This is an optimization exercise on Yosys and OpenROAD, whose aim is small area and a short achievable clock period, not a production implementation. RTL that was checked went through simulation tests only; none was proved equivalent to the original. The RTL of run 1 was laid out without a check of its function. Power is estimated from default activity; no workload was simulated.

==> flow/design.v <==
module gca_dlnv(
    input [31:0]    coord0,
    input [31:0]    coord1,
    input           ld,
    input           step,
    input           CLK,
    output          FC,
    output [20:0]   ADDR
);
    wire [10:0] xs = coord0[10:0];
    wire [9:0]  ys = coord0[20:11];
    wire [10:0] x1 = coord1[10:0];
    wire [9:0]  y1 = coord1[20:11];
    reg  [10:0] x;
    reg  [9:0]  y;
    reg         sx, sy;      
    reg  [10:0] dx;          
    reg  [9:0]  dy;          
    reg  [11:0] q;           
    reg         xmaj_n;      
    reg  [11:0] h;           
    reg         eqx, eqy;    
    wire xmaj = q[11];
    wire [11:0] tx  = {1'b0, x1} + {1'b0, ~xs};
    wire [10:0] ty  = {1'b0, y1} + {1'b0, ~ys};
    wire [10:0] tx1 = x1 + ~xs + 11'd1;
    wire [9:0]  ty1 = y1 + ~ys + 10'd1;
    wire [10:0] adx = tx[11] ? tx1 : ~tx[10:0];
    wire [9:0]  ady = ty[10] ? ty1 : ~ty[9:0];
    wire [11:0] qn = {2'b0, dy} - {1'b0, dx};
    wire [11:0] h0 = q + (xmaj_n ? ~{3'b0, dy[9:1]} : {2'b0, dx[10:1]});
    wire gox = xmaj | h[11];         
    wire goy = xmaj_n | ~h[11];      
    wire both = gox & goy;
    wire [11:0] sa = xmaj ? {2'b0, dy} : ~{1'b0, dx};
    wire [11:0] hs = h + (both ? q : sa) + {11'd0, ~both & xmaj_n};
    wire mx = step & gox;
    wire my = step & goy;
    wire [10:0] wx = x ^ {11{sx}};
    wire [9:0]  wy = y ^ {10{sy}};
    wire [10:0] fx;
    wire [9:0]  fy;
    assign fx[0] = 1'b1;
    assign fy[0] = 1'b1;
    genvar i;
    generate
        for (i = 1; i < 11; i = i + 1) begin : gfx
            assign fx[i] = &wx[i-1:0];
        end
        for (i = 1; i < 10; i = i + 1) begin : gfy
            assign fy[i] = &wy[i-1:0];
        end
    endgenerate
    wire [10:0] xn = ld ? xs : x ^ ({11{mx}} & fx);
    wire [9:0]  yn = ld ? ys : y ^ ({10{my}} & fy);
    assign ADDR = {y, x};
    assign FC = ~ld & (xmaj ? eqx : eqy);
    always @(posedge CLK) begin
        x <= xn;
        y <= yn;
        eqx <= xn == x1;
        eqy <= yn == y1;
        sx <= ~tx[11];
        sy <= ~ty[10];
        dx <= adx;
        dy <= ady;
        q <= qn;
        xmaj_n <= ~qn[11];
        if (ld) begin
            h <= h0;
        end else if (step) begin
            h <= hs;
        end
    end
endmodule
==> flow/flow/run.sh <==
#!/bin/bash
# Own layout flow: the standard ORFS flow (standard.sh) with
#  - ORFS's full/half-adder extraction turned off, so ABC maps the adders
#  - a shorter ABC mapping script (structural choices, then delay mapping)
#  - plain buffers on the ports instead of the delay cells ORFS picks
#  - a clock tree with larger sink clusters and no dummy loads
set -euo pipefail
here=$(pwd)
rm -rf "$here/scripts_mod"
cp -r "$FLOW_HOME/scripts" "$here/scripts_mod"
cp "$here/flow/abc_speed.script" "$here/scripts_mod/abc_speed.script"
export SCRIPTS_DIR="$here/scripts_mod"
export ADDER_MAP_FILE=
export BUFFER_PORTS_ARGS="-buffer_cell sky130_fd_sc_hd__buf_1"
export CTS_ARGS="-sink_clustering_enable -repair_clock_nets -dont_use_dummy_load -sink_clustering_size ${CTS_SINKS:-20} -buf_list {sky130_fd_sc_hd__clkbuf_4 sky130_fd_sc_hd__clkbuf_8}"
bash standard.sh > standard.log 2>&1
==> flow/flow/abc_speed.script <==
&get -n
&st
&dch
&nf
&put
==> flow/standard.sh <==
#!/bin/bash
# synth_recipe.tcl (not shown) runs the flow's synth.tcl, then flattens the netlist and writes it again
# the make line also repeats each setting of config.mk as NAME=value (left out here)
make -C /OpenROAD-flow-scripts/flow DESIGN_CONFIG=/design/flow/config.mk WORK_HOME=/design/flow/orfs CLKGATE_MAP_FILE= SYNTH_SCRIPT=/design/flow/synth_recipe.tcl "${@:-finish}"
==> flow/config.mk <==
export PLATFORM = sky130hd
export DESIGN_NAME = gca_dlnv
export DESIGN_NICKNAME = gca_dlnv
export VERILOG_FILES = /design/flow/design.v
export SDC_FILE = /design/flow/constraint.sdc
export NUM_CORES = 4
export LEC_CHECK = 0
export CAP_MARGIN = 20
export CORE_MARGIN = 2
export CORE_UTILIZATION = 40
export SETUP_SLACK_MARGIN = 2.3
export SLEW_MARGIN = 20
==> flow/constraint.sdc <==
create_clock -name core_clock -period 5.0 [get_ports {CLK}]
set_input_delay 1.0000 -clock core_clock [delete_from_list [all_inputs] [get_ports {CLK}]]
set_output_delay 1.0000 -clock core_clock [all_outputs]
set_load 0.01 [all_outputs]
==> results.sh, run 1 <==
export IMPL_cts_hold_buf=0
export IMPL_busiest_layer="met2"
export IMPL_total_power_w=0.00448
export IMPL_grt_overflow_total=0
export IMPL_gp_congestion=0.891
export IMPL_max_freq_ghz=0.353
export IMPL_core_sq_um=13300
export IMPL_cts_sinks=71
export IMPL_place_hpwl_microns=10500
export IMPL_mappedNetlistArea_sq_um=5530
export IMPL_crit_required_ns=5.10
export IMPL_fin_skew_ns=0.0191
export IMPL_viasPerCell=5.33
export IMPL_post_route_period_util_pct=56.7
export IMPL_worstSetupEndpointType="flip-flop"
export IMPL_reg2reg_from="h[11]"
export IMPL_num_vias=5223
export IMPL_grt_pass1_wl_microns=23200
export IMPL_max_vdd_ir_drop_mv=0.239
export IMPL_drt_pass1_iterations=5
export IMPL_reg2reg_depth=11
export IMPL_worstSetupPathType="reg2reg"
export IMPL_avgSynthCellArea_sq_um=8.04
export IMPL_grtUsageMet2_pct=33.4
export IMPL_die_w_microns=122
export IMPL_slew_viol_final=0
export IMPL_reg2reg_to="h[11]"
export IMPL_ys_warn_count=1
export IMPL_htreeDepth=3
export IMPL_area_growth_pct=28.0
export IMPL_synthFlopType="dfxtp_1"
export IMPL_hp_start="dy[0]"
export IMPL_utilization_pct=53.1
export IMPL_antennaDiodeCount=0
export IMPL_met3_usage_pct=3.14
export IMPL_drive_above_1_share_pct=17.3
export IMPL_numCtsBuffers=9
export IMPL_final_setup_viol_count=0
export IMPL_ant_nets=0
export IMPL_cp_start_kind="flip-flop"
export IMPL_synth_edff_count=12
export IMPL_clk_pin_slew_worst_paths_ns=0.07
export IMPL_grt_usage_pct=19.7
export IMPL_leakage_nw=2.61
export IMPL_ys_async_sr_fraction_pct=0
export IMPL_status="no timing/DRC/antenna violations"
export IMPL_ios=89
export IMPL_routed_wl_microns=14800
export IMPL_reg2reg_setup_slack_ns=2.16
export IMPL_worst_slack_ns=2.16
export IMPL_min_to="q[0]"
export IMPL_powerDensity_nw_per_um2=633
export IMPL_rsz0062_at_grt="true"
export IMPL_relSlewSlack_pct=30.1
export IMPL_ctsLongestPathBuffers=2
export IMPL_grt_pass1_vias=4962
export IMPL_drt_iter0_markers=191
export IMPL_setup_tns_ns=0
export IMPL_antenna_found_initial=0
export IMPL_cap_violations=0
export IMPL_use_met1_pct=24.7
export IMPL_place_ws_ns=1.59
export IMPL_rows=42
export IMPL_yosysUniqueCellTypes=46
export IMPL_die_h_microns=122
export IMPL_crit_fanout=6
export IMPL_port_buffers=66
export IMPL_synth_cells=688
export IMPL_dieArea_sq_um=14800
export IMPL_root_buffer="clkbuf_8"
export IMPL_hp_class="reg2reg"
export IMPL_synth_nets=755
export IMPL_max_slew_worst_pin_slew_ns=1.05
export IMPL_wl_per_cell_microns=15.2
export IMPL_hold_ws_ns=0.489
export IMPL_ys_seq_elements=71
export IMPL_worstSkewPairLatency_ns=0.37
export IMPL_drc=0
export IMPL_start_util_pct=41.4
export IMPL_fin_crit_ns=2.84
export IMPL_yosysSeqAreaShare_pct=27.9
export IMPL_grt_start_max_net_pins=33
export IMPL_crit_arrival_ns=2.93
export IMPL_whs_path_depth=1
export IMPL_hold_viol=0
export IMPL_nets=873
export IMPL_cts_tree="yes"
## report_power, final
| part | internal [W] | switching [W] |
|---|---|---|
| logic | 0.00143 | 0.00162 |
| registers | 0.000829 | 0.000234 |
| clock network | 0.000161 | 0.000211 |
| total | 0.00242 | 0.00206 |
## synthesized netlist by cell type (8+ instances only)
cell type / count / area, sq um
edfxtp_1: 12 / 360
o211ai_1: 10 / 75.1
maj3_1: 8 / 80.1
a21oi_1: 49 / 245
nor2b_1: 29 / 181
xnor2_1: 96 / 841
nand2_1: 59 / 221
nor3_1: 17 / 85.1
mux2i_1: 12 / 120
mux2_1: 13 / 146
dfxtp_1: 59 / 1180
nor2_1: 62 / 233
nand2b_1: 23 / 144
o31ai_1: 10 / 75.1
clkinv_1: 21 / 78.8
xor2_1: 60 / 526
o21ai_0: 61 / 305
## cell type report
cell class                      instances  area (sq um)
Clock buffer                            9           124
Fill cell                            1280          6260
Multi-Input combinational cell        598          4450
Tap cell                              176           220
Sequential cell                        71          1560
Inverter                               21          83.8
Timing Repair Buffer                  105           647
## stage by stage
stage	instances	cell area [sq um]
6_report	980	7080
5_1_grt	980	7080
4_1_cts	957	6570
3_5_place_dp	931	6150
3_3_place_gp	931	6150
2_1_floorplan	688	5680
## per-layer routing
layer	vias up	part of all wire, %
li1	2653	-
met1	2419	46
met2	111	48
met3	40	3.3
met4	0	2.8
met5	-	0
## flip-flops by register name, summed over array words and instances (netlist names)
signal,flops
h,12
xmaj_n,1
q,12
dx,11
eqx,1
eqy,1
x,11
sy,1
sx,1
y,10
dy,10
## worst max-delay path, cell delays in order (launching register included)
cell and delay (ns):
edfxtp_1 0.42, mux2i_4 0.32, buf_12 0.15, buf_16 0.11, nor2_4 0.05, a211o_1 0.29
maj3_2 0.34, o31a_1 0.12, or4_1 0.39, o211ai_1 0.13, xnor2_1 0.16, o22ai_1 0.10
## kinds of logic (layout without fill, tap and decap cells)
logic type	after synthesis	after routing	share of synthesized area (%)
compound gates	180	181	19.9
simple gates	227	228	19.9
xor+xnor	156	156	24.7
fa+ha+maj	8	8	1.45
flops	71	71	27.9
buf+inv	21	135	1.43
mux	25	25	4.82
## cells in the final DEF (no fill, tap or decap), types with 16 or more instances in the layout
cell type  synthesis  layout
buf_1              0      50
nor2b_1           29      25
buf_4              0      35
o21ai_0           61      49
xor2_1            60      51
a21oi_1           49      44
nand2_1           59      58
clkinv_1          21      19
xnor2_1           96      83
nor3_1            17      16
nor2_1            62      55
nand2b_1          23      21
dfxtp_1           59      55
## how the worst max path moves through the flow
| stage | start | cells after the start | endpoint |
|---|---|---|---|
| floorplan | coord0[2] | 9 | dx[6] |
| global placement | ld | 8 | eqx |
| detailed placement | ld | 8 | eqx |
| CTS | h[11] | 10 | h[10] |
| global route | h[11] | 11 | h[11] |
| finish | h[11] | 11 | h[11] |
## timing repair
item                       in CTS  in global routing
gates resized for setup        33                 94
gates cloned                    2                  1
pin swaps                       8                 29
buffers inserted               15                 22
setup endpoints to repair      26                 28
==> run 2, diff against run 1 <==
--- a/flow/design.v
+++ b/flow/design.v
@@ -21,14 +21,12 @@
     reg  [11:0] h;           
     reg         eqx, eqy;    
     wire xmaj = q[11];
-    wire [11:0] tx  = {1'b0, x1} + {1'b0, ~xs};
-    wire [10:0] ty  = {1'b0, y1} + {1'b0, ~ys};
-    wire [10:0] tx1 = x1 + ~xs + 11'd1;
-    wire [9:0]  ty1 = y1 + ~ys + 10'd1;
-    wire [10:0] adx = tx[11] ? tx1 : ~tx[10:0];
-    wire [9:0]  ady = ty[10] ? ty1 : ~ty[9:0];
-    wire [11:0] qn = {2'b0, dy} - {1'b0, dx};
-    wire [11:0] h0 = q + (xmaj_n ? ~{3'b0, dy[9:1]} : {2'b0, dx[10:1]});
+    wire [11:0] tx = {1'b0, xs} + {1'b0, ~x1} + {11'd0, sx};
+    wire [10:0] ty = {1'b0, ys} + {1'b0, ~y1} + {10'd0, sy};
+    wire [11:0] qn  = {2'b0, dy} - {1'b0, dx};
+    wire [11:0] h0x = {2'b0, dy} + ~{2'b0, dx[10:1]} + {11'd0, ~dx[0]};
+    wire [11:0] h0y = {3'b0, dy[9:1]} + ~{1'b0, dx} + {11'd0, dy[0]};
+    wire [11:0] h0  = qn[11] ? h0x : h0y;
     wire gox = xmaj | h[11];         
     wire goy = xmaj_n | ~h[11];      
     wire both = gox & goy;
@@ -51,19 +49,23 @@
             assign fy[i] = &wy[i-1:0];
         end
     endgenerate
-    wire [10:0] xn = ld ? xs : x ^ ({11{mx}} & fx);
-    wire [9:0]  yn = ld ? ys : y ^ ({10{my}} & fy);
+    wire [10:0] ex = x ^ x1;
+    wire [9:0]  ey = y ^ y1;
+    wire eqx_hold = ~|ex;
+    wire eqy_hold = ~|ey;
+    wire eqx_step = ex == fx;
+    wire eqy_step = ey == fy;
     assign ADDR = {y, x};
     assign FC = ~ld & (xmaj ? eqx : eqy);
     always @(posedge CLK) begin
-        x <= xn;
-        y <= yn;
-        eqx <= xn == x1;
-        eqy <= yn == y1;
-        sx <= ~tx[11];
-        sy <= ~ty[10];
-        dx <= adx;
-        dy <= ady;
+        x <= ld ? xs : x ^ ({11{mx}} & fx);
+        y <= ld ? ys : y ^ ({10{my}} & fy);
+        eqx <= (mx & ~ld) ? eqx_step : eqx_hold;
+        eqy <= (my & ~ld) ? eqy_step : eqy_hold;
+        sx <= tx[11];
+        sy <= ty[10];
+        dx <= tx[10:0] ^ {11{~sx}};
+        dy <= ty[9:0] ^ {10{~sy}};
         q <= qn;
         xmaj_n <= ~qn[11];
         if (ld) begin
==> run 2 against run 1 <==
  * Setup slack improved by 0.19 ns
  * Highest routed layer unchanged
  * Register-to-register slack better by 0.19 ns
  * First-iteration DRC count increased by 9.4%
  * Still clean
  * Non-clock buffer count down 12
  * Sequential power is 4% higher
  * Routed wire length down 7.2%
  * Flip-flop and latch count is the same
  * Area after synthesis is 3.7% higher
==> results.sh, run 2 <==
export IMPL_max_slew_worst_pin_slew_ns=0.964
export IMPL_hp_start="dx[0]"
export IMPL_start_util_pct=41.2
export IMPL_die_w_microns=124
export IMPL_min_to="q[0]"
export IMPL_p_int_w=0.00245
export IMPL_reg2reg_setup_slack_ns=2.36
export IMPL_max_freq_ghz=0.378
export IMPL_whs_path_depth=1
export IMPL_met3_usage_pct=3.34
export IMPL_viasPerCell=5.07
export IMPL_ys_top_cells_by_area="xnor2_1 22%, dfxtp_1 21%, xor2_1 11%, edfxtp_1 6.3%, o21ai_0 5.8%"
export IMPL_final_setup_viol_count=0
export IMPL_clkPwrFrac_pct=7.8
export IMPL_cap_violations=0
export IMPL_final_cell_count_no_fill=996
export IMPL_busiest_layer="met2"
export IMPL_hp_class="reg2reg"
export IMPL_clk_pin_slew_worst_paths_ns=0.08
export IMPL_num_vias=5046
export IMPL_place_hpwl_microns=10500
export IMPL_placed_area_sq_um=6260
export IMPL_post_route_period_util_pct=52.9
export IMPL_slew_viol_final=0
export IMPL_synth_most_common_cell="xnor2_1"
export IMPL_fin_skew_ns=0.0183
export IMPL_ios=89
export IMPL_synthFlopType="dfxtp_1"
export IMPL_grt_usage_pct=18.9
export IMPL_status="no timing/DRC/antenna violations"
export IMPL_fillers=1346
export IMPL_antenna_found_initial=0
export IMPL_grt_pass1_vias=4833
export IMPL_reg2reg_to="h[10]"
export IMPL_cp_start_kind="flip-flop"
export IMPL_synth_top_area_share_pct=21.8
export IMPL_yosysSeqAreaShare_pct=26.9
export IMPL_synth_nets=780
export IMPL_powerDensity_nw_per_um2=672
export IMPL_max_vdd_ir_drop_mv=0.231
export IMPL_port_buffers=66
export IMPL_drt_iter0_markers=209
export IMPL_worstSetupPathType="reg2reg"
export IMPL_ys_seq_elements=71
export IMPL_use_met1_pct=24.1
export IMPL_gp_congestion=0.848
export IMPL_crit_chain="clkinv_1 -> maj3_2 -> o311ai_4 -> a21o_1 -> a21oi_1 -> o31ai_2 -> a21oi_1 -> o211ai_1 -> o21ai_1"
export IMPL_yosysUniqueCellTypes=42
export IMPL_ys_top_cells_by_count="143 x xnor2_1, 71 x xor2_1, 69 x nand2_1"
export IMPL_ys_warn_count=1
export IMPL_max_stage_delay_ns=0.41
export IMPL_cp_common_cell="a21oi_1"
export IMPL_ctsLongestPathBuffers=2
export IMPL_final_cell_mix="141 x xnor2_1, 69 x xor2_1, 68 x nand2_1"
export IMPL_grt_pass1_wl_microns=22700
export IMPL_mappedNetlistArea_sq_um=5730
export IMPL_worstSetupEndpointType="flip-flop"
export IMPL_reg2reg_from="dy[0]"
export IMPL_crit_required_ns=5.09
export IMPL_avgSynthCellArea_sq_um=8.04
export IMPL_grt_start_max_net_pins=45
export IMPL_area_growth_pct=19.2
export IMPL_routed_wl_microns=13800
export IMPL_ys_async_sr_fraction_pct=0
export IMPL_hold_viol=0
export IMPL_crit_arrival_ns=2.74
export IMPL_pwr_share_seq_pct=23.9
export IMPL_wl_per_cell_microns=13.8
export IMPL_numCtsBuffers=9
export IMPL_switching_power_w=0.00214
export IMPL_drt_pass1_iterations=4
export IMPL_crit_fanout=6
export IMPL_power_frac_comb_pct=68.3
export IMPL_drive_above_1_share_pct=9.93
export IMPL_nets=885
export IMPL_grt_overflow_total=0
export IMPL_total_power_w=0.00459
export IMPL_drc=0
export IMPL_synth_cells=713
export IMPL_grtUsageMet2_pct=32.6
export IMPL_leakage_nw=2.38
export IMPL_fin_crit_ns=2.64
export IMPL_htreeDepth=3
export IMPL_ant_nets=0
export IMPL_relSlewSlack_pct=35.7
export IMPL_synth_top_area_cell="xnor2_1"
export IMPL_reg2reg_depth=9
export IMPL_cts_tree="yes"
export IMPL_cts_sinks=71
export IMPL_reg_largest_list="h: 12 flops, q: 12 flops"
export IMPL_worstSkewPairLatency_ns=0.36
export IMPL_root_buffer="clkbuf_8"
export IMPL_synth_edff_count=12
export IMPL_dpl_cell_count=962
export IMPL_core_sq_um=13900
export IMPL_stdcell_area_sq_um=6840
export IMPL_utilization_pct=49.1
export IMPL_setup_tns_ns=0
export IMPL_die_h_microns=124
export IMPL_rows=43
export IMPL_final_common_cell="xnor2_1"
export IMPL_switching_share_pct=46.6
export IMPL_crit_slowest_cell="dfxtp_2"
export IMPL_dieArea_sq_um=15300
export IMPL_antennaDiodeCount=0
export IMPL_rsz0062_at_grt="true"
run 2: critical path: cells and delay by family, from the launching register on:
family	cells	cell delay, ns
adder cells (fa/ha/maj)	1	0.38
AO/OA/AOI/OAI	7	1.45
flip-flops	1	0.41
buffers and inverters	1	0.14
run 2: metal layers:
layer / routed length (microns) / vias up / share of wire, %
li1: - / 2629 / -
met1: 6490 / 2312 / 47
met2: 6680 / 89 / 49
met3: 465 / 16 / 3.4
met4: 140 / 0 / 1.0
met5: 0 / - / 0
run 2: logic make-up (layout without fill, tap and decap cells):
group,Yosys count,count (layout),synth area share (%)
buffers and inverters,24,126,1.57
muxes,3,4,0.545
xor gates and xnor gates,215,215,33.1
AOI/OAI and AO/OA,160,160,16.5
DFF,71,71,26.9
adders and majority gates,14,14,2.44
and+or+nand+nor,226,226,18.9
run 2: final cells by class:
cell class	count	area [sq um]	area share [%]
Sequential cell	71	1550	22.7
Clock buffer	9	124	1.81
Inverter	24	92.6	1.35
Multi-Input combinational cell	619	4370	63.9
Tap cell	180	225	3.29
Timing Repair Buffer	93	479	7.01
run 2: worst max path at each step:
stage,startpoint,endpoint,slack [ns],depth (start not counted)
2_1_floorplan,h[11],h[11],2.27,9
3_3_place_gp,h[11],h[11],1.55,9
3_5_place_dp,h[11],h[11],1.52,9
4_1_cts,h[11],h[11],2.30,11
5_1_grt,h[11],h[10],2.26,11
6_report,dy[0],h[10],2.36,9
run 2: timing repair:
action / CTS / global route
endpoints found under the setup margin: 17 / 19
gates resized for setup: 28 / 45
hold buffers: 0 / 0
pin swaps: 5 / 20
buffers inserted: 8 / 16
cloned: 1 / 0
run 2: power groups by stage:
stage                     logic (W)  registers [W]  clock network [W]
after floorplan             0.00200        0.00106                  0
after global routing        0.00345        0.00113           0.000396
final                       0.00314        0.00110           0.000358
after CTS                   0.00277        0.00109           0.000373
after global placement      0.00246        0.00110                  0
after detailed placement    0.00251        0.00110                  0
run 2: metrics by stage:
| stage | hold slack (ns) | worst slack (ns) |
|---|---|---|
| after floorplan | 0.501 | 2.27 |
| after global placement | 0.557 | 1.55 |
| after detailed placement | 0.566 | 1.52 |
| after CTS | 0.546 | 2.30 |
| after global routing | 0.548 | 2.26 |
| final | 0.530 | 2.36 |
==> run 3, diff against run 2 <==
--- a/flow/config.mk
+++ b/flow/config.mk
@@ -8,5 +8,5 @@
 export CAP_MARGIN = 20
 export CORE_MARGIN = 2
 export CORE_UTILIZATION = 40
-export SETUP_SLACK_MARGIN = 2.3
+export SETUP_SLACK_MARGIN = 2.5
 export SLEW_MARGIN = 20
==> run 3 against run 2 <==
  * Still clean on timing, DRC and antenna
  * Global-route usage up 0.64 points
  * Sequential share of layout area is 0.68 points lower
  * Count of clock-buffer cells in the layout unchanged
  * Clock skew about the same
  * Area after synthesis stayed put
  * Critical endpoint is now h[11]
  * Largest cell class unchanged
  * Highest routed layer unchanged
==> results.sh, run 3 <==
export IMPL_synth_most_common_cell="xnor2_1"
export IMPL_final_setup_viol_count=0
export IMPL_synth_cells=713
export IMPL_ios=89
export IMPL_die_h_microns=124
export IMPL_register_area_sq_um=1560
export IMPL_hp_class="reg2reg"
export IMPL_routed_wl_microns=14400
export IMPL_synth_top_area_share_pct=21.8
export IMPL_setup_tns_ns=0
export IMPL_yosysUniqueCellTypes=42
export IMPL_final_cell_mix="141 x xnor2_1, 68 x nand2_1, 66 x xor2_1"
export IMPL_rows=43
export IMPL_ys_seq_elements=71
export IMPL_avgSynthCellArea_sq_um=8.04
export IMPL_grt_overflow_total=0
export IMPL_fin_skew_ns=0.0186
export IMPL_max_freq_ghz=0.382
export IMPL_mappedNetlistArea_sq_um=5730
export IMPL_cts_sinks=71
export IMPL_relSlewSlack_pct=29.4
export IMPL_multi_input_area_sq_um=4470
export IMPL_root_buffer="clkbuf_8"
export IMPL_ctsLongestPathBuffers=2
export IMPL_cts_hold_buf=0
export IMPL_max_stage_delay_ns=0.37
export IMPL_synthFlopType="dfxtp_1"
export IMPL_status="no timing/DRC/antenna violations"
export IMPL_drc=0
export IMPL_slew_viol_final=0
export IMPL_grt_start_max_net_pins=41
export IMPL_leakage_nw=2.52
export IMPL_placed_area_sq_um=6310
export IMPL_fillers=1297
export IMPL_crit_buf_inv=1
export IMPL_area_growth_pct=24.1
export IMPL_drive_above_1_share_pct=15.9
export IMPL_utilization_pct=51.1
export IMPL_clk_pin_slew_worst_paths_ns=0.07
export IMPL_rsz0062_at_grt="true"
export IMPL_ant_nets=0
export IMPL_gp_congestion=0.857
export IMPL_core_sq_um=13900
export IMPL_synth_nets=780
export IMPL_final_common_cell="xnor2_1"
export IMPL_nets=898
export IMPL_drt_iter0_markers=206
export IMPL_ys_top_cells_by_area="xnor2_1 22%, dfxtp_1 21%, xor2_1 11%, edfxtp_1 6.3%, o21ai_0 5.8%"
export IMPL_powerDensity_nw_per_um2=662
export IMPL_cts_tree="yes"
export IMPL_num_vias=5173
export IMPL_crit_required_ns=5.09
export IMPL_start_util_pct=41.2
export IMPL_port_buffers=66
export IMPL_worstSetupPathType="reg2reg"
export IMPL_crit_fanout=8
export IMPL_grt_pass1_vias=4974
export IMPL_synth_edff_count=12
export IMPL_stdcell_area_sq_um=7120
export IMPL_worstSkewPairLatency_ns=0.36
export IMPL_ys_async_sr_fraction_pct=0
export IMPL_crit_chain="buf_6 -> mux2i_4 -> o211ai_1 -> o211a_1 -> maj3_2 -> a31oi_4 -> o311ai_4 -> a21oi_2 -> xor2_1 -> o21ai_0"
export IMPL_crit_slowest_cell="mux2i_4"
export IMPL_ys_warn_count=1
export IMPL_grt_usage_pct=19.5
export IMPL_cp_start_kind="flip-flop"
export IMPL_numCtsBuffers=9
export IMPL_max_slew_worst_pin_slew_ns=1.06
export IMPL_fin_crit_ns=2.62
export IMPL_htreeDepth=3
export IMPL_dieArea_sq_um=15300
export IMPL_final_cell_count_no_fill=1009
export IMPL_grt_pass1_wl_microns=23500
export IMPL_cap_violations=0
export IMPL_ys_top_cells_by_count="143 x xnor2_1, 71 x xor2_1, 69 x nand2_1"
export IMPL_yosysSeqAreaShare_pct=26.9
export IMPL_viasPerCell=5.13
export IMPL_synth_top_area_cell="xnor2_1"
export IMPL_max_vdd_ir_drop_mv=0.228
export IMPL_crit_arrival_ns=2.71
export IMPL_wl_per_cell_microns=14.3
export IMPL_drt_pass1_iterations=4
export IMPL_die_w_microns=124
export IMPL_post_route_period_util_pct=52.4
export IMPL_antennaDiodeCount=0
export IMPL_cpLargestDelayFamily="compound AO/OA/AOI/OAI gates"
export IMPL_place_hpwl_microns=10400
export IMPL_dpl_cell_count=961
export IMPL_worstSetupEndpointType="flip-flop"
export IMPL_reg_largest_list="h: 12 flops, q: 12 flops"
export IMPL_hold_viol=0
export IMPL_antenna_found_initial=0
[run 3: cell counts after synthesis]
No cell type changed its count.
[run 3: area by class of cell]
class / instances / area share, %
clock buffers: 9 / 1.74
repair buffers: 106 / 8.76
inverters: 24 / 1.51
flip-flops and latches: 71 / 22.0
well taps: 180 / 3.16
multi-input cells: 619 / 62.9
[run 3: worst reg2reg max path, cell delays in order (launching register included)]
cell and delay [ns]:
edfxtp_1 0.34, buf_6 0.14, mux2i_4 0.38, o211ai_1 0.22
o211a_1 0.18, maj3_2 0.34, a31oi_4 0.24, o311ai_4 0.13
a21oi_2 0.17, xor2_1 0.15, o21ai_0 0.08
[run 3: routing by layer]
| layer | share of wire, % | global-route usage (%) | vias to the layer above | routed length [microns] |
|---|---|---|---|---|
| li1 | - | - | 2658 | - |
| met1 | 46 | 24.9 | 2384 | 6560 |
| met2 | 49 | 32.9 | 99 | 7010 |
| met3 | 2.7 | 2.20 | 32 | 391 |
| met4 | 3.0 | 9.23 | 0 | 437 |
| met5 | 0 | 0 | - | 0 |
[run 3: final timing paths]
kind	start	end	slack (ns)	depth (start not counted)
worst max-delay path	h[11]	h[11]	2.38	10
worst min-delay path	dx[0]	q[0]	0.53	1
worst max register to register	h[11]	h[11]	2.38	10
worst min register to register	dx[0]	q[0]	0.53	1
[run 3: kinds of logic after synthesis]
logic type      synth area share (%)
fa+ha+maj                       2.44
xor+xnor                        33.1
flops                           26.9
compound gates                  16.5
simple gates                    18.9
mux                            0.545
buf+inv                         1.57
[run 3: where the power goes]
group          total, W  internal [W]  switching [W]
Sequential      0.00110      0.000834       0.000262
Combinational   0.00325       0.00153        0.00172
Clock          0.000362      0.000161       0.000201
Total           0.00471       0.00253        0.00218
[run 3: per-stage QoR]
step	hold slack, ns	total power (W)	setup WS [ns]
final	0.533	0.00471	2.38
after global placement	0.538	0.00360	1.80
after global routing	0.561	0.00509	2.26
after CTS	0.513	0.00447	2.37
after floorplan	0.501	0.00311	2.37
after detailed placement	0.537	0.00366	1.73
[run 3: timing repair]
action | CTS | global route
endpoints found under the setup margin | 29 | 27
cloned | 1 | 0
gates resized for setup | 56 | 48
buffers inserted | 23 | 15
pin swaps | 22 | 29
==> run 4, diff against run 3 <==
==> flow/flow/run.sh (replaced) <==
#!/bin/bash
# Own layout flow: the standard ORFS flow (standard.sh) with
#  - ORFS's full/half-adder extraction turned off, so ABC maps the adders
#  - Yosys's own Brent-Kung carry lookahead instead of ORFS's Kogge-Stone map
#  - a shorter ABC mapping script (structural choices, then delay mapping)
#  - plain buffers on the ports instead of the delay cells ORFS picks
#  - a clock tree with larger sink clusters and no dummy loads
set -euo pipefail
here=$(pwd)
rm -rf "$here/scripts_mod"
cp -r "$FLOW_HOME/scripts" "$here/scripts_mod"
cp "$here/flow/abc_speed.script" "$here/scripts_mod/abc_speed.script"
export SCRIPTS_DIR="$here/scripts_mod"
export ADDER_MAP_FILE=
export SYNTH_OPERATIONS_ARGS="-booth"
export BUFFER_PORTS_ARGS="-buffer_cell sky130_fd_sc_hd__buf_1"
export CTS_ARGS="-sink_clustering_enable -repair_clock_nets -dont_use_dummy_load -sink_clustering_size 40 -sink_clustering_max_diameter 150 -buf_list {sky130_fd_sc_hd__clkbuf_4}"
bash standard.sh > standard.log 2>&1
--- a/flow/config.mk
+++ b/flow/config.mk
@@ -8,5 +8,5 @@
 export CAP_MARGIN = 20
 export CORE_MARGIN = 2
 export CORE_UTILIZATION = 40
-export SETUP_SLACK_MARGIN = 2.5
+export SETUP_SLACK_MARGIN = 2.3
 export SLEW_MARGIN = 20
==> run 4 against run 3 <==
  * Combinational power decreased by 9.5%
  * Via count down 9.9%
  * Sequential power is essentially flat
  * Critical path depth unchanged
  * Fmax decreased by 12%
  * Clock skew rose by 0.014 ns
  * Critical endpoint is now h[6]
==> results.sh, run 4 <==
export IMPL_grt_overflow_total=0
export IMPL_max_freq_ghz=0.336
export IMPL_ys_async_sr_fraction_pct=0
export IMPL_crit_chain="nor2b_4 -> maj3_2 -> maj3_2 -> maj3_2 -> o21ai_4 -> a21oi_2 -> maj3_2 -> a211o_4 -> o21ai_1 -> o22ai_1"
export IMPL_yosysSeqAreaShare_pct=28.8
export IMPL_cts_tree="yes"
export IMPL_leakage_nw=2.28
export IMPL_routed_wl_microns=13000
export IMPL_avgSynthCellArea_sq_um=8.25
export IMPL_rows=42
export IMPL_final_setup_viol_count=0
export IMPL_antennaDiodeCount=0
export IMPL_drt_pass1_iterations=4
export IMPL_yosysUniqueCellTypes=38
export IMPL_synth_most_common_cell="xnor2_1"
export IMPL_die_w_microns=120
export IMPL_place_ws_ns=1.40
export IMPL_cts_sinks=71
export IMPL_viasPerCell=4.99
export IMPL_synth_cells=649
export IMPL_die_h_microns=120
export IMPL_cap_violations=0
export IMPL_ys_seq_elements=71
export IMPL_max_vdd_ir_drop_mv=0.222
export IMPL_synth_top_area_cell="xnor2_1"
export IMPL_switching_power_w=0.00195
export IMPL_hp_class="reg2reg"
export IMPL_final_cell_count_no_fill=934
export IMPL_power_frac_comb_pct=68.1
export IMPL_fillers=1313
export IMPL_hold_viol=0
export IMPL_final_cell_mix="142 x xnor2_1, 68 x xor2_1, 61 x buf_1"
export IMPL_crit_fanout=6
export IMPL_worstSetupEndpointType="flip-flop"
export IMPL_mappedNetlistArea_sq_um=5350
export IMPL_cp_start_kind="flip-flop"
export IMPL_num_vias=4662
export IMPL_area_growth_pct=23.3
export IMPL_ys_top_cells_by_count="146 x xnor2_1, 71 x xor2_1, 66 x o21ai_0"
export IMPL_dpl_cell_count=896
export IMPL_crit_arrival_ns=3.13
export IMPL_dieArea_sq_um=14300
export IMPL_place_hpwl_microns=9290
export IMPL_slew_viol_final=0
export IMPL_crit_slowest_cell="a211o_4"
export IMPL_drt_iter0_markers=94
export IMPL_p_int_w=0.00237
export IMPL_pwr_share_seq_pct=25.6
export IMPL_clkPwrFrac_pct=6.3
export IMPL_worst_slack_ns=2.02
export IMPL_ctsLongestPathBuffers=2
export IMPL_cp_common_cell="maj3_2"
export IMPL_final_common_cell="xnor2_1"
export IMPL_start_util_pct=40.7
export IMPL_setup_tns_ns=0
export IMPL_gp_congestion=0.821
export IMPL_worstSetupPathType="reg2reg"
export IMPL_switching_share_pct=45.1
export IMPL_crit_required_ns=5.16
export IMPL_ys_warn_count=1
export IMPL_powerDensity_nw_per_um2=654
export IMPL_worstSkewPairLatency_ns=0.44
export IMPL_port_buffers=66
export IMPL_rsz0062_at_grt="true"
export IMPL_synthFlopType="dfxtp_1"
export IMPL_reg_largest_list="h: 12 flops, q: 12 flops"
export IMPL_antenna_found_initial=0
export IMPL_root_buffer="clkbuf_4"
export IMPL_grt_usage_pct=18.7
export IMPL_ios=89
export IMPL_drc=0
export IMPL_grt_pass1_wl_microns=21800
export IMPL_fin_skew_ns=0.0321
export IMPL_htreeDepth=3
export IMPL_core_sq_um=13100
export IMPL_status="no timing/DRC/antenna violations"
export IMPL_clk_pin_slew_worst_paths_ns=0.10
export IMPL_ys_top_cells_by_area="xnor2_1 24%, dfxtp_1 22%, xor2_1 12%, edfxtp_1 6.7%, o21ai_0 6.2%"
export IMPL_fin_crit_ns=2.98
export IMPL_relSlewSlack_pct=37.7
export IMPL_numCtsBuffers=9
export IMPL_wl_per_cell_microns=13.9
export IMPL_synth_nets=716
export IMPL_ant_nets=0
export IMPL_post_route_period_util_pct=59.5
export IMPL_grt_start_max_net_pins=36
export IMPL_synth_edff_count=12
export IMPL_max_stage_delay_ns=0.43
export IMPL_nets=827
export IMPL_drive_above_1_share_pct=14.6
export IMPL_hold_ws_ns=0.512
export IMPL_max_slew_worst_pin_slew_ns=0.934
export IMPL_synth_top_area_share_pct=23.9
export IMPL_grt_pass1_vias=4624
==> run 4: cell types whose count changed after synthesis, moves of 5 or more <==
cell / before / now
a211oi_1: 5 / 0
nand2_1: 69 / 58
clkinv_1: 24 / 36
nand2b_1: 33 / 15
a21oi_1: 35 / 14
nand3_1: 13 / 4
o22ai_1: 5 / 11
a21o_1: 6 / 1
nor2b_1: 27 / 13
maj3_1: 14 / 22
==> run 4: per-layer routing <==
layer	GRT usage, %	vias to the layer above	part of all wire, %
met4	7.79	0	2.1
met5	0	-	0
met3	2.38	18	2.5
met2	32.2	68	50
met1	23.6	2177	46
li1	-	2399	-
==> run 4: what timing repair did <==
item                                    in CTS  in global routing
hold buffers                                 0                  0
endpoints found under the setup margin      20                 21
gates cloned                                 2                  0
resized for setup                           16                 40
pin swaps                                    9                 26
buffers inserted                            18                  9
==> run 4: final cells by class <==
class                           count  area (sq um)  area share [%]
Clock buffer                        9          67.6            1.02
Tap cell                          176           220            3.34
Timing Repair Buffer               98           532            8.06
Sequential cell                    71          1560            23.7
Inverter                           36           148            2.24
Multi-Input combinational cell    544          4070            61.7
==> run 4: cells by family after synthesis <==
logic type,synth area share (%)
xor gates and xnor gates,35.5
and+or+nand+nor,15.2
AOI/OAI and AO/OA,13.5
DFF,28.8
buffers and inverters,2.52
adders and majority gates,4.11
muxes,0.374
==> run 4: per-stage QoR <==
stage          util, %  instance area, sq um  total power (W)
2_1_floorplan        -                  5510          0.00302
3_3_place_gp      45.8                  6020          0.00343
3_5_place_dp      45.8                  6020          0.00349
4_1_cts           48.3                  6340          0.00406
5_1_grt           50.2                  6600          0.00468
6_report          50.2                  6600          0.00431
==> run 4: final timing paths <==
kind                            startpoint  endpoint  slack, ns  cells past startpoint
worst max register to register       dx[0]      h[6]       2.02                     10
worst min-delay path                 dy[0]      q[0]       0.51                      1
worst max-delay path                 dx[0]      h[6]       2.02                     10
worst min register to register       dy[0]      q[0]       0.51                      1
==> run 4: power groups by stage <==
stage	Sequential [W]	Combinational [W]	Clock, W
global route	0.00114	0.00324	0.000305
global placement	0.00111	0.00232	0
finish	0.00110	0.00294	0.000271
CTS	0.00110	0.00267	0.000287
floorplan	0.00107	0.00196	0
detailed placement	0.00112	0.00236	0
==> run 4: critical path, delay by kind of cell (launching register included) <==
family | cells | cell delay (ns)
fa+ha+maj | 4 | 1.34
compound gates | 5 | 0.89
flops | 1 | 0.36
simple gates | 1 | 0.12
==> run 5, diff against run 4 <==
--- a/flow/config.mk
+++ b/flow/config.mk
@@ -8,5 +8,5 @@
 export CAP_MARGIN = 20
 export CORE_MARGIN = 2
 export CORE_UTILIZATION = 40
-export SETUP_SLACK_MARGIN = 2.3
+export SETUP_SLACK_MARGIN = 2.1
 export SLEW_MARGIN = 20
==> run 5 against run 4 <==
  * Final cell count is the same
  * First-iteration DRC count grew 8.5%
  * Non-clock buffer count shrank 2
  * Synthesized cell count is the same
  * Largest cell class unchanged
  * Register-to-register slack lost 0.09 ns
  * Largest power group unchanged
  * Design area shrank 2.7%
  * Fmax shrank 2.9%
  * Area after synthesis is the same
  * Count of clock-buffer cells in the layout is the same
==> results.sh, run 5 <==
export IMPL_status="no timing/DRC/antenna violations"
export IMPL_power_frac_comb_pct=67.8
export IMPL_synth_top_area_share_pct=23.9
export IMPL_switching_share_pct=45.2
export IMPL_reg2reg_depth=12
export IMPL_fin_crit_ns=3.06
export IMPL_drt_pass1_iterations=4
export IMPL_crit_chain="mux2i_4 -> buf_12 -> buf_4 -> o211ai_1 -> o21ai_1 -> xor2_1 -> or3_1 -> o211ai_1 -> a31oi_2 -> maj3_2 -> xnor2_2 -> o21ai_1"
export IMPL_start_util_pct=40.7
export IMPL_grt_pass1_wl_microns=20800
export IMPL_max_slew_worst_pin_slew_ns=0.927
export IMPL_final_setup_viol_count=0
export IMPL_area_growth_pct=20.0
export IMPL_fillers=1344
export IMPL_ys_warn_count=1
export IMPL_multi_input_area_sq_um=3930
export IMPL_mappedNetlistArea_sq_um=5350
export IMPL_worstSetupEndpointType="flip-flop"
export IMPL_synth_nets=716
export IMPL_wl_per_cell_microns=13.4
export IMPL_rows=42
export IMPL_dieArea_sq_um=14300
export IMPL_crit_fanout=11
export IMPL_hold_viol=0
export IMPL_cts_tree="yes"
export IMPL_htreeDepth=3
export IMPL_synth_most_common_cell="xnor2_1"
export IMPL_crit_slowest_cell="edfxtp_1"
export IMPL_antenna_found_initial=0
export IMPL_die_w_microns=120
export IMPL_ys_seq_elements=71
export IMPL_reg2reg_from="h[11]"
export IMPL_worstSetupPathType="reg2reg"
export IMPL_final_common_cell="xnor2_1"
export IMPL_worstSkewPairLatency_ns=0.43
export IMPL_reg2reg_setup_slack_ns=1.94
export IMPL_max_vdd_ir_drop_mv=0.196
export IMPL_crit_arrival_ns=3.24
export IMPL_synth_cells=649
export IMPL_yosysSeqAreaShare_pct=28.8
export IMPL_p_int_w=0.00237
export IMPL_yosysUniqueCellTypes=38
export IMPL_reg2reg_to="h[11]"
export IMPL_synthFlopType="dfxtp_1"
export IMPL_grt_overflow_total=0
export IMPL_grt_usage_pct=18.0
export IMPL_grt_start_max_net_pins=40
export IMPL_place_hpwl_microns=9320
export IMPL_total_power_w=0.00432
export IMPL_register_area_sq_um=1560
export IMPL_gp_congestion=0.854
export IMPL_min_to="q[0]"
export IMPL_routed_wl_microns=12500
export IMPL_cap_violations=0
export IMPL_synth_top_area_cell="xnor2_1"
export IMPL_switching_power_w=0.00195
export IMPL_max_stage_delay_ns=0.47
export IMPL_slew_viol_final=0
export IMPL_relSlewSlack_pct=38.2
export IMPL_fin_skew_ns=0.0253
export IMPL_avgSynthCellArea_sq_um=8.25
export IMPL_root_buffer="clkbuf_4"
export IMPL_ys_top_cells_by_area="xnor2_1 24%, dfxtp_1 22%, xor2_1 12%, edfxtp_1 6.7%, o21ai_0 6.2%"
export IMPL_core_sq_um=13100
export IMPL_reg_largest_list="h: 12 flops, q: 12 flops"
export IMPL_drc=0
export IMPL_ys_async_sr_fraction_pct=0
export IMPL_setup_tns_ns=0
export IMPL_nets=826
export IMPL_whs_path_depth=1
export IMPL_ys_top_cells_by_count="146 x xnor2_1, 71 x xor2_1, 66 x o21ai_0"
export IMPL_cp_start_kind="flip-flop"
export IMPL_hp_class="reg2reg"
export IMPL_numCtsBuffers=9
export IMPL_ctsLongestPathBuffers=2
export IMPL_cts_sinks=71
export IMPL_hp_start="dy[0]"
export IMPL_synth_edff_count=12
export IMPL_final_cell_mix="143 x xnor2_1, 71 x xor2_1, 65 x buf_1"
export IMPL_clk_pin_slew_worst_paths_ns=0.12
export IMPL_pwr_share_seq_pct=25.9
export IMPL_die_h_microns=120
export IMPL_drive_above_1_share_pct=12.9
export IMPL_port_buffers=66
export IMPL_viasPerCell=5.02
export IMPL_ant_nets=0
export IMPL_leakage_nw=2.20
export IMPL_powerDensity_nw_per_um2=673
export IMPL_crit_required_ns=5.17
export IMPL_clkPwrFrac_pct=6.3
export IMPL_drt_iter0_markers=102
export IMPL_grt_pass1_vias=4524
export IMPL_rsz0062_at_grt="true"
export IMPL_num_vias=4686
export IMPL_max_freq_ghz=0.326
export IMPL_ios=89
export IMPL_post_route_period_util_pct=61.3
[run 5: how the worst max path moves through the flow]
stage / startpoint / depth (start not counted) / endpoint / slack [ns]
detailed placement: h[11] / 10 / h[11] / 1.45
finish: h[11] / 12 / h[11] / 1.94
global route: h[11] / 12 / h[11] / 1.79
CTS: dx[0] / 10 / h[2] / 1.97
floorplan: h[11] / 11 / h[11] / 1.99
global placement: q[11] / 10 / h[11] / 1.49
[run 5: power by group through the flow]
stage          sequential [W]  clock [W]  combinational, W
2_1_floorplan         0.00107          0           0.00193
3_3_place_gp          0.00111          0           0.00230
3_5_place_dp          0.00112          0           0.00236
4_1_cts               0.00112   0.000281           0.00272
5_1_grt               0.00115   0.000300           0.00322
6_report              0.00112   0.000273           0.00293
[run 5: area by class of cell]
| class | count | area share (%) |
|---|---|---|
| clock buffer | 9 | 1.05 |
| tap | 176 | 3.43 |
| multi-input combinational | 544 | 61.2 |
| timing repair buffer | 96 | 7.62 |
| inverter | 36 | 2.22 |
| antenna | 1 | 0.0390 |
| sequential | 71 | 24.4 |
| timing repair inverter | 1 | 0.136 |
[run 5: repair_timing]
item / CTS / global route
hold buffers: 0 / 0
endpoints found under the setup margin: 15 / 15
gates cloned: 3 / 0
endpoints found under the hold margin: 0 / 0
resized for setup: 30 / 28
pin swaps: 24 / 19
setup buffers: 20 / 5
[run 5: cells by family after synthesis]
family / share of synthesized area (%)
AOI/OAI and AO/OA: 13.5
buffers and inverters: 2.52
muxes: 0.374
and+or+nand+nor: 15.2
adders and majority gates: 4.11
xor gates and xnor gates: 35.5
DFF: 28.8
[run 5: worst max-delay path, delay by kind of cell, from the launching register on]
family	cells	cell delay [ns]
buf+inv	2	0.29
simple gates	1	0.36
mux	1	0.23
flops	1	0.47
xor+xnor	2	0.29
compound gates	5	0.80
fa+ha+maj	1	0.36
[run 5: routing by layer]
metal  wire length, microns  track usage [%]
met5                      0                0
met4                    195             6.69
met3                    256             1.90
met2                   6340             32.3
met1                   5750             22.1
[run 5: stage by stage]
stage / util (%) / std cells / hold slack [ns] / setup slack (ns) / area, sq um
after CTS: 47.9 / 928 / 0.518 / 1.97 / 6300
final: 48.9 / 934 / 0.517 / 1.94 / 6420
after global placement: 45.3 / 896 / 0.511 / 1.49 / 5960
after global routing: 48.9 / 933 / 0.551 / 1.79 / 6420
after floorplan: - / 649 / 0.486 / 1.99 / 5450
after detailed placement: 45.3 / 896 / 0.509 / 1.45 / 5960
==> run 6, diff against run 5 <==
==> flow/flow/run.sh (replaced) <==
#!/bin/bash
# Own layout flow: the standard ORFS flow (standard.sh) with
#  - ORFS's full/half-adder extraction turned off, so ABC maps the adders
#  - a shorter ABC mapping script (structural choices, then delay mapping)
#  - plain buffers on the ports instead of the delay cells ORFS picks
#  - a clock tree with larger sink clusters and no dummy loads
set -euo pipefail
here=$(pwd)
rm -rf "$here/scripts_mod"
cp -r "$FLOW_HOME/scripts" "$here/scripts_mod"
cp "$here/flow/abc_speed.script" "$here/scripts_mod/abc_speed.script"
export SCRIPTS_DIR="$here/scripts_mod"
export ADDER_MAP_FILE=
export BUFFER_PORTS_ARGS="-buffer_cell sky130_fd_sc_hd__buf_1"
export CTS_ARGS="-sink_clustering_enable -repair_clock_nets -dont_use_dummy_load -sink_clustering_size 40 -sink_clustering_max_diameter 150 -buf_list {sky130_fd_sc_hd__clkbuf_4}"
bash standard.sh > standard.log 2>&1
--- a/flow/config.mk
+++ b/flow/config.mk
@@ -8,5 +8,5 @@
 export CAP_MARGIN = 20
 export CORE_MARGIN = 2
 export CORE_UTILIZATION = 40
-export SETUP_SLACK_MARGIN = 2.1
+export SETUP_SLACK_MARGIN = 2.2
 export SLEW_MARGIN = 20
==> run 6 against run 5 <==
  * Still clean
  * Design area is 3.6% higher
  * Sequential share of layout area is 1.0 points lower
  * Register-to-register slack better by 0.39 ns
  * Utilization is 1.1 points lower
  * Via count is 8.0% higher
  * First-iteration DRC count is 130% higher
  * Non-clock buffer count is 8 lower
  * Routed wire length is 11% higher
  * Critical endpoint is now FC
==> results.sh, run 6 <==
export IMPL_cap_violations=0
export IMPL_hold_viol=0
export IMPL_hold_ws_ns=0.533
export IMPL_final_cell_count_no_fill=991
export IMPL_crit_buf_inv=3
export IMPL_synthMuxAreaShare_pct=0.545
export IMPL_final_common_cell="xnor2_1"
export IMPL_synth_nets=780
export IMPL_ios=89
export IMPL_worstSetupPathType="in2out"
export IMPL_drc=0
export IMPL_max_freq_ghz=0.368
export IMPL_setup_tns_ns=0
export IMPL_yosysUniqueCellTypes=42
export IMPL_crit_arrival_ns=1.71
export IMPL_max_vdd_ir_drop_mv=0.204
export IMPL_synth_compound_area_share_pct=16.5
export IMPL_min_to="q[0]"
export IMPL_wl_per_cell_microns=14.0
export IMPL_ys_seq_elements=71
export IMPL_fin_crit_ns=2.71
export IMPL_final_cell_mix="142 x xnor2_1, 69 x nand2_1, 69 x xor2_1"
export IMPL_synth_edff_count=12
export IMPL_drt_iter0_markers=239
export IMPL_antenna_found_initial=0
export IMPL_relSlewSlack_pct=34.0
export IMPL_synth_top_area_share_pct=21.8
export IMPL_htreeDepth=3
export IMPL_synth_most_common_cell="xnor2_1"
export IMPL_reg2reg_setup_slack_ns=2.33
export IMPL_ant_nets=0
export IMPL_dpl_cell_count=964
export IMPL_rows=43
export IMPL_synthAdderAreaFrac_pct=2.44
export IMPL_port_buffers=66
export IMPL_yosysSeqAreaShare_pct=26.9
export IMPL_reg2reg_depth=11
export IMPL_synth_cells=713
export IMPL_grt_usage_pct=19.6
export IMPL_max_slew_worst_pin_slew_ns=0.990
export IMPL_powerDensity_nw_per_um2=657
export IMPL_drive_above_1_share_pct=7.40
export IMPL_reg_largest_list="h: 12 flops, q: 12 flops"
export IMPL_post_route_period_util_pct=54.3
export IMPL_ys_async_sr_fraction_pct=0
export IMPL_synth_top_area_cell="xnor2_1"
export IMPL_die_w_microns=124
export IMPL_crit_required_ns=4.00
export IMPL_cts_sinks=71
export IMPL_reg2reg_to="h[7]"
export IMPL_yosys_area_share_simple_pct=18.9
export IMPL_gp_congestion=0.884
export IMPL_ys_top_cells_by_area="xnor2_1 22%, dfxtp_1 21%, xor2_1 11%, edfxtp_1 6.3%, o21ai_0 5.8%"
export IMPL_stdcell_area_sq_um=6650
export IMPL_final_setup_viol_count=0
export IMPL_root_buffer="clkbuf_4"
export IMPL_antennaDiodeCount=0
export IMPL_synth_xor_area_share_pct=33.1
export IMPL_grt_pass1_vias=4897
export IMPL_core_sq_um=13900
export IMPL_start_util_pct=41.2
export IMPL_cts_tree="yes"
export IMPL_crit_fanout=40
export IMPL_num_vias=5059
export IMPL_hp_class="reg2reg"
export IMPL_routed_wl_microns=13900
export IMPL_crit_chain="clkbuf_2 -> buf_4 -> nor2_1 -> buf_1"
export IMPL_crit_slowest_cell="buf_4"
export IMPL_fillers=1371
export IMPL_placed_area_sq_um=6260
export IMPL_viasPerCell=5.10
export IMPL_avgSynthCellArea_sq_um=8.04
export IMPL_fin_skew_ns=0.0366
export IMPL_slew_viol_final=0
export IMPL_dieArea_sq_um=15300
export IMPL_ys_top_cells_by_count="143 x xnor2_1, 71 x xor2_1, 69 x nand2_1"
export IMPL_synth_top_family_by_area="XOR/XNOR gates"
export IMPL_place_hpwl_microns=10600
export IMPL_cpLargestDelayFamily="buffers and inverters"
export IMPL_reg2reg_from="h[11]"
export IMPL_area_growth_pct=16.0
export IMPL_ctsLongestPathBuffers=2
export IMPL_drt_pass1_iterations=4
export IMPL_worstSetupEndpointType="output pin"
export IMPL_rsz0062_at_grt="true"
export IMPL_numCtsBuffers=9
export IMPL_grt_pass1_wl_microns=23500
export IMPL_mappedNetlistArea_sq_um=5730
export IMPL_clk_pin_slew_worst_paths_ns=0.10
export IMPL_worstSkewPairLatency_ns=0.43
export IMPL_cts_hold_buf=0
export IMPL_cp_start_kind="primary input"
export IMPL_grt_start_max_net_pins=41
export IMPL_whs_path_depth=1
export IMPL_leakage_nw=2.31
export IMPL_hp_start="dx[0]"
export IMPL_ys_warn_count=1
export IMPL_grt_overflow_total=0
export IMPL_nets=880
export IMPL_max_stage_delay_ns=0.24
export IMPL_synthFlopType="dfxtp_1"
export IMPL_status="no timing/DRC/antenna violations"
export IMPL_die_h_microns=124
-- run 6: cell types whose count changed after synthesis, moves of 5 or more --
cell / previous run / this run
a211oi_1: 0 / 5
a21o_1: 1 / 6
a21oi_1: 14 / 35
clkinv_1: 36 / 24
maj3_1: 22 / 14
nand2_1: 58 / 69
nand2b_1: 15 / 33
nand3_1: 4 / 13
nor2b_1: 13 / 27
o22ai_1: 11 / 5
-- run 6: kinds of logic (layout without fill, tap and decap cells) --
group	after synthesis	after routing
AND/OR/NAND/NOR	226	226
XOR/XNOR	215	215
AO/OA/AOI/OAI	160	160
flip-flops	71	71
buffers and inverters	24	121
adder cells (fa/ha/maj)	14	14
multiplexers	3	4
-- run 6: layout make-up --
type                            count  area, sq um  area share (%)
Timing Repair Buffer               88          430            6.47
Clock buffer                        9         67.6            1.02
Multi-Input combinational cell    619         4290            64.4
Inverter                           24         92.6            1.39
Sequential cell                    71         1550            23.3
Tap cell                          180          225            3.39
-- run 6: metal layers --
| layer | up-vias | routed length (microns) | global-route usage [%] | share of wire (%) |
|---|---|---|---|---|
| met4 | 0 | 253 | 7.32 | 1.8 |
| met1 | 2304 | 6540 | 25.4 | 47 |
| met2 | 99 | 6630 | 33.0 | 48 |
| li1 | 2638 | - | - | - |
| met3 | 18 | 466 | 2.70 | 3.4 |
| met5 | - | 0 | 0 | 0 |
-- run 6: worst max-delay path by stage --
stage	cells past startpoint	end	slack (ns)	start
2_1_floorplan	9	dy[9]	2.21	coord1[11]
3_3_place_gp	9	h[11]	1.56	h[11]
3_5_place_dp	9	h[11]	1.44	h[11]
4_1_cts	11	h[9]	2.22	h[11]
5_1_grt	9	h[7]	2.13	h[11]
6_report	4	FC	2.29	ld
-- run 6: worst register-to-register path: stages, from the launching register on --
cell and delay [ns]:
edfxtp_1 0.37, buf_4 0.18, mux2_4 0.38, nand2b_1 0.12, o21ai_0 0.10, xor2_1 0.17
buf_4 0.17, or2_0 0.25, o311ai_2 0.31, buf_4 0.17, xnor2_1 0.12, o21ai_0 0.09
-- run 6: power breakdown --
part	internal, W	switching [W]	total, W
registers	0.000829	0.000267	0.00110
logic	0.00138	0.00163	0.00301
clock network	0.0000836	0.000183	0.000266
total	0.00229	0.00208	0.00437
-- run 6: timing repair --
action / 4_1_cts / 5_1_grt
endpoints found under the setup margin: 14 / 17
pin swaps: 2 / 5
buffers inserted: 8 / 9
gates resized for setup: 17 / 25
gates cloned: 1 / 0
-- run 6: per-stage QoR --
stage                     total power, W  setup WS (ns)  util, %
after detailed placement         0.00362           1.44     44.9
after global placement           0.00356           1.56     44.9
after CTS                        0.00410           2.22     46.4
after global routing             0.00478           2.13     47.7
after floorplan                  0.00306           2.21        -
final                            0.00437           2.29     47.7
==> run 7, diff against run 6 <==
--- a/flow/config.mk
+++ b/flow/config.mk
@@ -8,5 +8,5 @@
 export CAP_MARGIN = 20
 export CORE_MARGIN = 2
 export CORE_UTILIZATION = 40
-export SETUP_SLACK_MARGIN = 2.2
+export SETUP_SLACK_MARGIN = 2.4
 export SLEW_MARGIN = 20
==> run 7 against run 6 <==
  * Still clean on timing, DRC and antenna
  * Routed wire length up 4.3%
  * Critical path type is now reg2reg
  * Final cell count rose by 1.1%
  * Area after synthesis is the same
  * Fmax increased by 2.9%
  * First-iteration DRC count shrank 13%
  * Flip-flop and latch count is the same
  * Register-to-register slack improved by 0.03 ns
  * Clock skew up 0.00063 ns
  * Setup slack better by 0.077 ns
  * Design area up 3.0%
==> results.sh, run 7 <==
export IMPL_status="no timing/DRC/antenna violations"
export IMPL_slew_viol_final=0
export IMPL_whs_path_depth=1
export IMPL_min_to="q[0]"
export IMPL_rows=43
export IMPL_hold_viol=0
export IMPL_synth_most_common_cell="xnor2_1"
export IMPL_final_setup_viol_count=0
export IMPL_max_slew_worst_pin_slew_ns=0.950
export IMPL_drt_iter0_markers=209
export IMPL_grt_start_max_net_pins=42
export IMPL_hp_class="reg2reg"
export IMPL_final_common_cell="xnor2_1"
export IMPL_area_growth_pct=19.5
export IMPL_ios=89
export IMPL_routed_wl_microns=14500
export IMPL_wl_per_cell_microns=14.5
export IMPL_port_buffers=66
export IMPL_crit_fanout=8
export IMPL_yosysSeqAreaShare_pct=26.9
export IMPL_setup_tns_ns=0
export IMPL_ys_top_cells_by_area="xnor2_1 22%, dfxtp_1 21%, xor2_1 11%, edfxtp_1 6.3%, o21ai_0 5.8%"
export IMPL_cp_start_kind="flip-flop"
export IMPL_worstSetupEndpointType="flip-flop"
export IMPL_core_sq_um=13900
export IMPL_synth_compound_area_share_pct=16.5
export IMPL_max_freq_ghz=0.379
export IMPL_grt_overflow_total=0
export IMPL_reg2reg_depth=11
export IMPL_cts_tree="yes"
export IMPL_synth_cells=713
export IMPL_crit_arrival_ns=2.81
export IMPL_antennaDiodeCount=0
export IMPL_final_cell_count_no_fill=1002
export IMPL_reg2reg_setup_slack_ns=2.36
export IMPL_max_vdd_ir_drop_mv=0.195
export IMPL_synth_edff_count=12
export IMPL_crit_required_ns=5.18
export IMPL_gp_congestion=0.858
export IMPL_dpl_cell_count=962
export IMPL_antenna_found_initial=0
export IMPL_worstSetupPathType="reg2reg"
export IMPL_synth_top_area_share_pct=21.8
export IMPL_ys_seq_elements=71
export IMPL_final_cell_mix="141 x xnor2_1, 69 x nand2_1, 67 x xor2_1"
export IMPL_fillers=1349
export IMPL_powerDensity_nw_per_um2=652
export IMPL_reg2reg_from="h[11]"
export IMPL_cap_violations=0
export IMPL_synthAdderAreaFrac_pct=2.44
export IMPL_placed_area_sq_um=6280
export IMPL_avgSynthCellArea_sq_um=8.04
export IMPL_place_ws_ns=1.65
export IMPL_num_vias=5083
export IMPL_htreeDepth=3
export IMPL_stdcell_area_sq_um=6850
export IMPL_start_util_pct=41.2
export IMPL_synth_top_area_cell="xnor2_1"
export IMPL_grt_usage_pct=19.2
export IMPL_synth_top_family_by_area="XOR/XNOR gates"
export IMPL_synthFlopType="dfxtp_1"
export IMPL_ys_top_cells_by_count="143 x xnor2_1, 71 x xor2_1, 69 x nand2_1"
export IMPL_root_buffer="clkbuf_4"
export IMPL_dieArea_sq_um=15300
export IMPL_die_w_microns=124
export IMPL_clk_pin_slew_worst_paths_ns=0.11
export IMPL_ys_warn_count=1
export IMPL_drt_pass1_iterations=4
export IMPL_drc=0
export IMPL_drive_above_1_share_pct=11.7
export IMPL_synth_nets=780
export IMPL_die_h_microns=124
export IMPL_leakage_nw=2.41
export IMPL_ys_async_sr_fraction_pct=0
export IMPL_yosysUniqueCellTypes=42
export IMPL_hp_start="dx[0]"
export IMPL_worstSkewPairLatency_ns=0.44
export IMPL_rsz0062_at_grt="true"
export IMPL_fin_crit_ns=2.64
export IMPL_hold_ws_ns=0.509
export IMPL_yosys_area_share_simple_pct=18.9
export IMPL_reg_largest_list="h: 12 flops, q: 12 flops"
export IMPL_synthMuxAreaShare_pct=0.545
export IMPL_numCtsBuffers=9
export IMPL_mappedNetlistArea_sq_um=5730
export IMPL_viasPerCell=5.07
export IMPL_grt_pass1_wl_microns=23400
export IMPL_ctsLongestPathBuffers=2
export IMPL_synth_xor_area_share_pct=33.1
export IMPL_worst_slack_ns=2.36
export IMPL_fin_skew_ns=0.0372
export IMPL_ant_nets=0
export IMPL_post_route_period_util_pct=52.7
export IMPL_place_hpwl_microns=10700
export IMPL_nets=891
export IMPL_grt_pass1_vias=4996
export IMPL_reg2reg_to="h[11]"
export IMPL_relSlewSlack_pct=36.6
export IMPL_cts_sinks=71
[run 7: cell counts after synthesis]
Identical to the previous run, type by type.
[run 7: report_power, final]
part | leakage (nW) | switching [W] | internal, W
clock | 0.0414 | 0.000192 | 0.0000836
sequential | 0.622 | 0.000276 | 0.000832
combinational | 1.75 | 0.00166 | 0.00143
[run 7: cells by family after synthesis]
group                      count (synthesis)
adders and majority gates                 14
muxes                                      3
AOI/OAI and AO/OA                        160
xor gates and xnor gates                 215
and+or+nand+nor                          226
DFF                                       71
buffers and inverters                     24
[run 7: per-stage QoR]
stage | util [%] | total power, W
floorplan | - | 0.00307
global placement | 45.1 | 0.00357
detailed placement | 45.1 | 0.00362
CTS | 47.7 | 0.00431
global route | 49.2 | 0.00482
finish | 49.2 | 0.00447
[run 7: final cells by class]
type / instances / area, sq um / share of cell area, %
Clock buffer: 9 / 67.6 / 0.986
Inverter: 24 / 108 / 1.57
Multi-Input combinational cell: 620 / 4370 / 63.8
Sequential cell: 71 / 1570 / 22.8
Tap cell: 180 / 225 / 3.29
Timing Repair Buffer: 98 / 517 / 7.54
[run 7: timing repair]
action	CTS	global route
pin swaps	16	18
gates resized for setup	38	29
hold buffers	0	0
cloned	1	1
setup buffers	14	15
setup endpoints to repair	20	20
[run 7: layer usage]
| layer | track usage (%) | up-vias | share of wire [%] |
|---|---|---|---|
| li1 | - | 2655 | - |
| met1 | 24.4 | 2318 | 47 |
| met2 | 34.0 | 89 | 49 |
| met3 | 3.07 | 21 | 3.0 |
| met4 | 4.69 | 0 | 1.4 |
| met5 | 0 | - | 0 |
[run 7: how the worst max path moves through the flow]
stage / from / to / slack, ns / cells after the start
2_1_floorplan: h[11] / h[11] / 2.37 / 9
3_3_place_gp: h[11] / h[11] / 1.70 / 9
3_5_place_dp: h[11] / h[9] / 1.65 / 9
4_1_cts: h[11] / h[10] / 2.38 / 9
5_1_grt: h[11] / h[10] / 2.24 / 11
6_report: h[11] / h[11] / 2.36 / 11
[run 7: worst max-delay path, cell delays in order, from the launching register on]
cell and delay (ns):
edfxtp_1 0.39, buf_6 0.15, mux2i_4 0.19, buf_12 0.16, o211ai_1 0.15, o21ai_1 0.18
xnor2_2 0.27, a31oi_4 0.17, o311ai_4 0.32, a21oi_1 0.13, xor2_1 0.17, o21ai_0 0.09
==> run 8, diff against run 7 <==
==> flow/flow/abc_speed.script (replaced) <==
&get -n
&st
&dch -f
&nf
&put
--- a/flow/config.mk
+++ b/flow/config.mk
@@ -8,5 +8,5 @@
 export CAP_MARGIN = 20
 export CORE_MARGIN = 2
 export CORE_UTILIZATION = 40
-export SETUP_SLACK_MARGIN = 2.4
+export SETUP_SLACK_MARGIN = 2.3
 export SLEW_MARGIN = 20
==> run 8 against run 7 <==
  * Power is 3.5% higher
  * Combinational power increased by 4%
  * Still clean on timing, DRC and antenna
  * Critical path type unchanged
  * Die area down 0.51%
  * Area after synthesis shrank 0.52%
  * First-iteration DRC count rose by 18%
  * Critical endpoint unchanged
  * Clock power hardly changed
  * Utilization about the same
==> results.sh, run 8 <==
export IMPL_die_w_microns=123
export IMPL_ant_nets=0
export IMPL_place_hpwl_microns=10800
export IMPL_final_common_cell="xnor2_1"
export IMPL_clk_pin_slew_worst_paths_ns=0.12
export IMPL_synth_most_common_cell="xnor2_1"
export IMPL_reg2reg_depth=10
export IMPL_crit_fanout=6
export IMPL_antenna_found_initial=0
export IMPL_crit_chain="buf_6 -> mux2i_4 -> o211ai_1 -> o211a_1 -> maj3_2 -> a31oi_4 -> o221ai_4 -> a211oi_2 -> xor2_1 -> o21ai_1"
export IMPL_synth_nets=775
export IMPL_synth_cells=708
export IMPL_status="no timing/DRC/antenna violations"
export IMPL_gp_congestion=0.900
export IMPL_fin_skew_ns=0.0203
export IMPL_crit_end="h[11]"
export IMPL_cp_start_kind="flip-flop"
export IMPL_htreeDepth=3
export IMPL_max_vdd_ir_drop_mv=0.227
export IMPL_crit_arrival_ns=2.86
export IMPL_utilization_pct=49.2
export IMPL_cts_tree="yes"
export IMPL_ys_top_cells_by_area="xnor2_1 21%, dfxtp_1 21%, xor2_1 12%, edfxtp_1 6.3%, o21ai_0 5.6%"
export IMPL_max_freq_ghz=0.373
export IMPL_powerDensity_nw_per_um2=677
export IMPL_drive_above_1_share_pct=12.7
export IMPL_mappedNetlistArea_sq_um=5700
export IMPL_rows=43
export IMPL_dieArea_sq_um=15200
export IMPL_yosysSeqAreaShare_pct=27.0
export IMPL_yosysUniqueCellTypes=40
export IMPL_final_setup_viol_count=0
export IMPL_fin_crit_ns=2.68
export IMPL_ys_warn_count=1
export IMPL_reg2reg_from="h[11]"
export IMPL_routed_wl_microns=14300
export IMPL_worst_slack_ns=2.32
export IMPL_leakage_nw=2.36
export IMPL_drc=0
export IMPL_start_util_pct=41.1
export IMPL_viasPerCell=5.26
export IMPL_nets=881
export IMPL_synthFlopType="dfxtp_1"
export IMPL_grt_pass1_wl_microns=23300
export IMPL_rsz0062_at_grt="true"
export IMPL_grt_pass1_vias=5007
export IMPL_ys_top_cells_by_count="136 x xnor2_1, 81 x xor2_1, 64 x nand2_1, 64 x nor2_1, 64 x o21ai_0"
export IMPL_drt_iter0_markers=247
export IMPL_final_cell_mix="129 x xnor2_1, 78 x xor2_1, 64 x nand2_1, 64 x nor2_1, 63 x buf_1"
[run 8: changes by cell type after synthesis, moves of 7 or more]
| cell | before | now |
|---|---|---|
| nand2b_1 | 33 | 20 |
| nor3_1 | 8 | 15 |
| nor2_1 | 54 | 64 |
| xor2_1 | 71 | 81 |
| xnor2_1 | 143 | 136 |
[run 8: worst min path at each step]
stage	start	to	slack (ns)	depth (start not counted)
floorplan	dy[0]	q[0]	0.51	1
finish	dy[0]	q[0]	0.53	1
detailed placement	dy[0]	q[0]	0.55	1
global route	dy[0]	q[0]	0.55	1
CTS	dy[0]	q[0]	0.58	1
global placement	dy[0]	q[0]	0.54	1
[run 8: power breakdown]
part	switching, W	leakage [nW]	internal (W)
Sequential	0.000290	0.620	0.000836
Clock	0.000193	0.0414	0.0000837
Combinational	0.00175	1.70	0.00147
[run 8: what timing repair did]
| action | CTS | global route |
|---|---|---|
| resized for setup | 24 | 54 |
| pin swaps | 5 | 18 |
| buffers inserted | 11 | 11 |
| gates cloned | 1 | 0 |
| endpoints found under the setup margin | 14 | 21 |
| endpoints found under the hold margin | 0 | 0 |
[run 8: cell type report]
type | instances | area, sq um
Sequential cell | 71 | 1560
Tap cell | 180 | 225
Timing Repair Buffer | 94 | 489
Inverter | 25 | 95.1
Multi-Input combinational cell | 613 | 4390
Fill cell | 1357 | 7050
Clock buffer | 9 | 67.6
[run 8: logic make-up (layout without fill, tap and decap cells)]
logic type | after synthesis | in the layout | synth area share (%)
adders and majority gates | 16 | 16 | 2.81
xor gates and xnor gates | 218 | 218 | 33.7
muxes | 2 | 3 | 0.351
buffers and inverters | 25 | 128 | 1.65
DFF | 71 | 71 | 27.0
AOI/OAI and AO/OA | 153 | 153 | 15.9
and+or+nand+nor | 223 | 223 | 18.6
[run 8: critical path: cells and delay by family (launching register included)]
family	cells	cell delay [ns]
compound gates	6	1.08
xor+xnor	1	0.18
fa+ha+maj	1	0.34
buf+inv	1	0.15
flops	1	0.35
mux	1	0.35
[run 8: metal layers]
layer	global-route usage (%)	vias up	wire length, microns
met5	0	-	0
met4	8.38	0	418
met3	2.44	34	410
met2	33.0	110	6730
met1	24.6	2433	6780
li1	-	2638	-
[run 8: stage by stage]
stage          hold slack, ns  area, sq um  std cells
2_1_floorplan           0.505         5750        708
3_3_place_gp            0.543         6270        960
3_5_place_dp            0.550         6270        960
4_1_cts                 0.578         6540        981
5_1_grt                 0.549         6830        992
6_report                0.531         6830        992

Re-timed with assumed drivers on the ports (clkbuf_16 on the clock, buf_2 on other inputs), run 8 has 2.317 ns of setup slack against 2.317 ns with ideal ports, and 1.957 ns once port delays also move by the mid clock arrival of 0.458 ns.
